Background: an optimization exercise with open tools, aiming at small area. Do not read the settings as production practice. The RTL was checked by simulation tests, not by an equivalence proof against the original design. No driver is modelled on the clock port, so clocking that relies on it looks cheaper here than on a real chip. Power and IR drop assume default switching activity.

Setup of v12:
// KitchenTimer
module KitchenTimer(
input clk, reset, minbtn, secbtn, pause, start, count_up, zippy,
input[5:0] timesetter,
output zled,
output [6:0] seven,
output [3:0] AN);
	reg[1:0] state;
	assign zled = state[1] & state[0];
	wire clean_reset, clean_minbtn, clean_secbtn, clean_pause, clean_start;
	Debounce DBRST(clk, reset, clean_reset);
	Debounce DBMIN(clk, minbtn, clean_minbtn);
	Debounce DBSEC(clk, secbtn, clean_secbtn);
	Debounce DBPAUSE(clk, pause, clean_pause);
	Debounce DBSTART(clk, start, clean_start);
	wire[2:0] m1; wire[3:0] m0; wire[2:0] s1; wire[3:0] s0;
	wire khz_rise;
	ClockDivider CDK(clk, clean_reset, khz_rise);
	wire[3:0] current_bin;
	wire tens;
	seven_alternate SA(clk, khz_rise, clean_reset, s0, s1, m0, m1, current_bin, tens, AN);
	binary_to_segment SEG(tens, current_bin, seven);
	wire setting = state == 2'b00;
	wire running = state == 2'b01;
	wire advance = running & ~clean_pause;
	wire tick, tzero, m6x;
	RateCounter RC(clk, clean_reset, advance, zippy, tick);
	wire down_zero = advance & ~count_up & tzero;
	wire up_wrap = advance & count_up & m6x;
	wire zero_up = zled & count_up;
	wire set_ok = setting & ~clean_start;
	TimeCore TC(clk, clean_reset | up_wrap,
		set_ok & clean_secbtn, set_ok & ~clean_secbtn & clean_minbtn,
		(advance & ~down_zero & tick) | zero_up, count_up, timesetter,
		m1, m0, s1, s0, tzero, m6x);
	always @ (posedge clk) begin
		if (clean_reset)
			state <= 2'b00;
		else case (state)
			2'b00: if (clean_start) state <= 2'b01;
  ...
Size in the first run: ~370 cells after synthesis, about 26 I/O pins, ~3200 um^2 of cells after synthesis.
Settings: LEC_CHECK=0, CAP_MARGIN=20, CORE_MARGIN=2, CORE_UTILIZATION=40, SLEW_MARGIN=20; clock period 12.0 ns.
standard.sh (not shown) runs the stock make flow with config.mk's settings and CLKGATE_MAP_FILE= SYNTH_SCRIPT=/design/flow/synth_recipe.tcl, a recipe that flattens the netlist after the stock synthesis.
==> flow/flow/run.sh <==
#!/bin/bash
set -uo pipefail
W=$PWD
F=$W/flow
export W F
# reference: the standard synthesis
make -C $FLOW_HOME DESIGN_CONFIG=$W/config.mk WORK_HOME=$W/std CLKGATE_MAP_FILE= \
  SYNTH_SCRIPT=$W/synth_recipe.tcl synth > $W/synth_std.log 2>&1 || exit 1
STD=$W/std/results/$FLOW_PLATFORM/KitchenTimer/base/1_2_yosys.v
synth_one() {  # $1 ABC script name
  sed "s|@ABC@|$F/$1.script|" $F/my_synth.tcl.in > $W/my_synth_$1.tcl
  make -C $FLOW_HOME DESIGN_CONFIG=$W/config.mk WORK_HOME=$W/syn_$1 CLKGATE_MAP_FILE= \
    SYNTH_SCRIPT=$W/my_synth_$1.tcl ADDER_MAP_FILE= synth > $W/synth_$1.log 2>&1
}
export -f synth_one
SCRIPTS=$(cd $F && ls *.script | sed 's/\.script$//')
printf '%s\n' $SCRIPTS | xargs -P ${NUM_CORES:-4} -I{} bash -c 'synth_one {}'
best=""; bestarea=""
for s in $SCRIPTS; do
  N=$W/syn_$s/results/$FLOW_PLATFORM/KitchenTimer/base/1_2_yosys.v
  R=$W/syn_$s/reports/$FLOW_PLATFORM/KitchenTimer/base/synth_stat.txt
  [ -f $N ] || continue
  python3 $F/regs.py $STD $N >> $W/regs_check.log 2>&1 || continue
  a=$(grep "Chip area for module" $R | tail -1 | awk '{print $NF}')
  echo "$s: $a" >> $W/synth_choice.log
  if [ -z "$best" ] || python3 -c "import sys; sys.exit(0 if $a < $bestarea else 1)"; then best=$N; bestarea=$a; fi
done
[ -n "$best" ] || best=$STD
echo "chosen: $best" >> $W/synth_choice.log
cp $best $W/chosen_netlist.v
bash $W/standard.sh SYNTH_NETLIST_FILES=$W/chosen_netlist.v \
  "BUFFER_PORTS_ARGS=-buffer_cell sky130_fd_sc_hd__buf_1" \
  "CTS_ARGS=-sink_clustering_enable -repair_clock_nets -dont_use_dummy_load" \
  finish > $W/layout.log 2>&1
Other scripts of this flow, unchanged in this note and not shown: flow/flow/a4.script, flow/flow/a6.script, flow/flow/d1.script, flow/flow/d10.script, flow/flow/d11.script, flow/flow/d12.script, flow/flow/d2.script, flow/flow/d3.script, flow/flow/d4.script, flow/flow/d5.script, flow/flow/d6.script, flow/flow/d7.script, flow/flow/d8.script, flow/flow/d9.script, flow/flow/my_synth.tcl.in, flow/flow/regs.py
v12: all stages complete, timing, DRC and antenna checks passed
[inputs] v11 vs v12
--- a/flow/flow/run.sh
+++ b/flow/flow/run.sh
@@ -32,3 +32,3 @@
   "BUFFER_PORTS_ARGS=-buffer_cell sky130_fd_sc_hd__buf_1" \
   "CTS_ARGS=-sink_clustering_enable -repair_clock_nets -dont_use_dummy_load" \
-  finish > $W/layout.log 2>&1
+  POST_CTS_TCL=$F/cts_hook.tcl finish > $W/layout.log 2>&1
==> flow/flow/cts_hook.tcl (new file) <==
set kt_limit 105e-12
proc kt_worst_slew {} {
  estimate_parasitics -placement
  set w 0
  foreach p [get_pins */CLK] { set v [get_property $p slew_max]; if {$v > $w} { set w $v } }
  # slew_max is in the user time unit (ns)
  return [expr $w * 1e-9]
}
set kt_w0 [kt_worst_slew]
puts "clock buffer sizing: worst flip-flop clock slew before [expr $kt_w0 * 1e12] ps"
set kt_changed 0
if {$kt_w0 <= $kt_limit} {
  set kt_bufs {}
  foreach inst [get_cells clkbuf_*] { lappend kt_bufs [get_property $inst name] }
  foreach name [lsort -decreasing $kt_bufs] {
    set inst [get_cells $name]
    set orig [get_property $inst ref_name]
    foreach size {clkbuf_2 clkbuf_4} {
      set cell sky130_fd_sc_hd__$size
      if {$cell == $orig} { break }
      replace_cell $inst $cell
      set w [kt_worst_slew]
      if {$w <= $kt_limit} {
        puts "clock buffer sizing: $name $orig -> $cell (worst slew [expr $w * 1e12] ps)"
        incr kt_changed
        break
      }
      replace_cell $inst $orig
    }
  }
}
if {$kt_changed > 0} {
  detailed_placement
  check_placement -verbose
  estimate_parasitics -placement
}
puts "clock buffer sizing: $kt_changed buffers resized, worst slew [expr [kt_worst_slew] * 1e12] ps"
### Flow results
Diff v12 -> v11: largest clock skew in the final design now sits higher; relative contribution of the clock network to total power now sits lower; final core utilization now sits lower; final cell count now sits at about the same level; final design instance area without fill now sits lower.
Looking only at proportion of cell area occupied by multi-input gates, and setting everything else aside, the higher value of v12 and v11 goes to v11.
v11 vs v12 — overall power dropped 3.3%.
[compare] base=v12 new=v11: final worst setup slack saw an increase, starting DRC count in detailed routing higher.

port drivers added, routing unchanged:
Ports are ideal in the flow. The routed layouts listed here were re-timed in OpenROAD.
Step 1, drivers: a clkbuf_16 drives clk and a buf_2 each remaining input, both assumed.
Step 2 also shifts input and output timing later by t, the mid clock arrival at the registers, as if the neighbouring blocks saw the same clock.
Slacks: ideal / step 1 / step 2; pairs: ideal / step 1.
run | t (ns) | setup WS [ns] | worst setup path at the end | clock arrival spread, ns
v12 | 0.367 | 6.559 / 6.545 / 6.178 | input to register | 0.016 / 0.016
v11 | 0.524 | 6.714 / 6.698 / 6.175 | input to register | 0.036 / 0.037
After both steps every run listed still meets setup and hold. For v11, which loses most, drivers alone change the setup slack by -0.016 ns; drivers and shift together by -0.539 ns.
